Context: an optimization exercise on an open-source flow, tuned for small area, a short achievable clock period and few clock cycles. The choices shown serve that exercise and are no tape-out recipe. RTL that was checked went through simulation tests only; none was proved equivalent to the original. Power is estimated from default activity; no workload was simulated.

Design circle_draw, start of the top module:
module circle_draw(xc,yc,rad,x,y,color,color_disp,CLK50,clearn,plot,wr,ready);
clock: 7.0 ns
lec_check: 0
cap_margin: 20
core_margin: 2
core_utilization: 40
place_density: 0.6
setup_slack_margin: 4.5
slew_margin: 20
standard.sh (not shown) runs the stock make flow with config.mk's settings and CLKGATE_MAP_FILE= SYNTH_SCRIPT=/design/flow/synth_recipe.tcl, a recipe that flattens the netlist after the stock synthesis.
==> flow/flow/run.sh <==
#!/bin/bash
# Standard synthesis, then the standard layout with plain buf_1 cells as the
# port buffers (the default pick is a slow delay buffer). Tool output goes
# to the logs below; each ORFS step also keeps its own log in orfs/logs.
set -euo pipefail
bash standard.sh synth > flow_synth.log 2>&1
bash standard.sh BUFFER_PORTS_ARGS="-buffer_cell sky130_fd_sc_hd__buf_1" finish > flow_layout.log 2>&1
The first run produced a clean layout.
Rerun with:
--- a/flow/config.mk
+++ b/flow/config.mk
@@ -11,3 +11,3 @@
 export PLACE_DENSITY = 0.6
-export SETUP_SLACK_MARGIN = 4.5
+export SETUP_SLACK_MARGIN = 4.7
 export SLEW_MARGIN = 20
After rerunning: Cell count rose by a few percent. Critical path depth fell by 9. Power rose by roughly a tenth. Final area rose by roughly a tenth. Setup slack improves by 0.030 ns. Non-clock buffer count rose by 31. Hold slack stays flat. Combinational power rose by about a fifth. Area after synthesis stays the same. Global-route usage rose by 0.63 points.
No functional check of the RTL was part of any run of this note.

## job 6783
Another version of the RTL of circle_draw (not shown whole).
Size: ~470 cells after synthesis.
==> flow/config.mk <==
export PLATFORM = sky130hd
export DESIGN_NAME = circle_draw
export DESIGN_NICKNAME = circle_draw
export VERILOG_FILES = /design/flow/design.v
export SDC_FILE = /design/flow/constraint.sdc
export NUM_CORES = 4
export LEC_CHECK = 0
export CAP_MARGIN = 20
export CORE_MARGIN = 2
export CORE_UTILIZATION = 40
export PLACE_DENSITY = 0.6
export SETUP_SLACK_MARGIN = 4.0
export SLEW_MARGIN = 20
==> flow/constraint.sdc <==
create_clock -name core_clock -period 7.0 [get_ports {CLK50}]
set_input_delay 1.4000 -clock core_clock [delete_from_list [all_inputs] [get_ports {CLK50}]]
set_output_delay 1.4000 -clock core_clock [all_outputs]
set_load 0.01 [all_outputs]
==> flow/flow/run.sh <==
#!/bin/bash
# The standard layout, with plain buf_1 cells as the port buffers (the
# default choice is a slow delay buffer); each step's log stays in orfs/logs.
set -euo pipefail
bash standard.sh BUFFER_PORTS_ARGS="-buffer_cell sky130_fd_sc_hd__buf_1" finish > standard_flow.log 2>&1
Testbench counts of job 6783, summed over its fixed seeds: cycles 78,871.
### job 6783 -> job 4549
==> flow/run.sh (new file) <==
#!/bin/bash
# synth_recipe.tcl (not shown) runs the flow's synth.tcl, then flattens the netlist and writes it again
# the make line also repeats each setting of config.mk as NAME=value (left out here)
make -C /OpenROAD-flow-scripts/flow DESIGN_CONFIG=/design/flow/config.mk WORK_HOME=/design/flow/orfs CLKGATE_MAP_FILE= SYNTH_SCRIPT=/design/flow/synth_recipe.tcl finish
removed: flow/flow/run.sh
removed: flow/standard.sh
### Flow results
Diff job 6783 -> job 4549 | minimum setup slack among reg-to-reg paths | decrease of 0.02 ns
In job 4549 the post-route minimum period turned out 0.022 ns higher than in job 6783.
Job 4549 reports its library cell contributing the largest single delay on the critical path as sky130_fd_sc_hd__fa_1 while job 6783 reports sky130_fd_sc_hd__fa_2.
[compare] base=job 6783 new=job 4549: via count grew by 127, number of register bits inferred by synthesis flat.
Diff job 6783..job 4549 | total global routing overflow | negligible
Core utilization came out higher on job 4549 than on job 6783.
Comparing job 4549 and job 6783, the higher switching power of the nets was measured on job 4549.
The flow did not stop early for job 4549: all stages ran, and the layout cleared the timing, DRC and antenna checks.
Sequential share of cell area came out lower on job 4549 than on job 6783.
Delta (job 4549 minus job 6783): post-CTS setup buffer count rose by 4, setup slack fell by 0.022 ns, wire length rose by 3.9%.
## Diff of input files: job 3358 against job 4549
- changing SETUP_SLACK_MARGIN from 4.0 to 4.3
Results
Job 3358 was carried through to the last stage, and its layout satisfied the timing, DRC and antenna checks. Delta (job 3358 minus job 4549): fraction of registers with async set or reset after synthesis held steady; area growth from synthesis to layout increased 10 points. Multi-input gate area in the final layout of job 3358 exceeds that of job 4549 by a little under 10%. Between job 4549 and job 3358, the clock skew does not differ in any meaningful way. Wire length per cell after detailed routing ended up 1.7% lower on job 3358 than on job 4549. Between job 4549 and job 3358, the sequential cell area does not differ in any meaningful way. The data arrival time of the critical path reported for job 3358 is smaller than that of job 4549 by 0.02 ns. From job 4549 to job 3358 the numbers moved as follows: compound-cell area share of the yosys netlist has remained practically unchanged, setup fix buffers added after clock tree synthesis went up by 13.
[inputs] job 6775 vs job 3358
- swapping 4.3 for 3.8 in SETUP_SLACK_MARGIN
--- outcome ---
- Job 6775: PASS, flow complete, no timing, DRC or antenna violations
- Job 6775: final-stage net count is about 7% lower than what job 3358 reported.
- In the tables for job 3358 and job 6775, first-pass GRT wire length reads higher with job 3358.
- Diff job 3358 and job 6775: design area higher in job 3358
- Taking job 3358 as the reference, in job 6775 sum of internal, switching and leakage power shrank by about 13%; wire length reported by the detailed router shrank by 5.6%; setup slack shrank by 0.13 ns.
Here is what was changed in the inputs of job 2067 compared with job 6775.
- SETUP_SLACK_MARGIN changed from 3.8 to 3.5
Findings:
| wire length after detailed routing | higher: job 6775 |. On worst setup skew after layout, job 2067 and job 6775 are basically level. Summary of job 2067 over job 6775: routed length on met3 now sits lower, detailed-route wire length on metal 1 now sits at about the same level, final standard cell area without fillers now sits lower.
What job 2269 does differently from job 2067 at the input level:
- swapping 3.5 for 4.0 in SETUP_SLACK_MARGIN
==> flow/flow/run.sh (new file) <==
#!/bin/bash
# Standard synthesis, then the standard layout with plain buf_1 cells as the
# port buffers (the default pick is a slow delay buffer). Tool output goes
# to the logs below; each ORFS step also keeps its own log in orfs/logs.
set -euo pipefail
bash standard.sh synth > flow_synth.log 2>&1
bash standard.sh BUFFER_PORTS_ARGS="-buffer_cell sky130_fd_sc_hd__buf_1" finish > flow_layout.log 2>&1
==> flow/standard.sh (new file) <==
#!/bin/bash
# synth_recipe.tcl (not shown) runs the flow's synth.tcl, then flattens the netlist and writes it again
# the make line also repeats each setting of config.mk as NAME=value (left out here)
make -C /OpenROAD-flow-scripts/flow DESIGN_CONFIG=/design/flow/config.mk WORK_HOME=/design/flow/orfs CLKGATE_MAP_FILE= SYNTH_SCRIPT=/design/flow/synth_recipe.tcl "${@:-finish}"
removed: flow/run.sh
Findings:
From job 2269 to job 2067, count of filler cells inserted in the layout did not move at all. Min final cycle utilization of the critical path across job 2067 and job 2269: job 2269. Job 2067 → job 2269: maximum vdd drop now larger, total routed wirelength now larger, logic gate share of total power now larger, clock period minus worst slack now smaller, portion of total power attributed to the clock network now smaller.

port drivers added, routing unchanged:
No port has a modelled driver above. Below, the same layouts with a new extraction and two added sets of constraints.
Step 1 (the two cells are an assumption about what drives the block):
set clk [get_ports {CLK50}]
set_driving_cell -lib_cell sky130_fd_sc_hd__clkbuf_16 $clk
set_driving_cell -lib_cell sky130_fd_sc_hd__buf_2 [delete_from_list [all_inputs] $clk]
Step 2 moves the port delays by t, midway between the first and last clock arrival at a register: inputs arrive t later, outputs are due t later. That takes back most of the time a late clock gives input paths.
Three values: no drivers, after step 1, after step 2; two values: the first two.
run | shift t [ns] | slack for setup (ns) | cell pins on the clock port's net
the first run of note 1 | 0.380 | 4.545 / 4.524 / 4.218 | 1
the second run of note 1 | 0.391 | 4.576 / 4.538 / 4.318 | 1
job 6783 | 0.337 | 4.004 / 4.004 / 3.751 | 1
job 4549 | 0.339 | 3.982 / 3.982 / 3.691 | 1
job 3358 | 0.338 | 4.010 / 4.010 / 3.868 | 1
job 6775 | 0.349 | 3.876 / 3.882 / 3.537 | 1
job 2067 | 0.348 | 3.661 / 3.671 / 3.323 | 1
job 2269 | 0.337 | 4.004 / 4.004 / 3.751 | 1
After both steps setup and hold are still met in every run listed. The setup slack of job 6775, which loses most, moves by +0.006 ns with the drivers and by -0.339 ns with both steps.
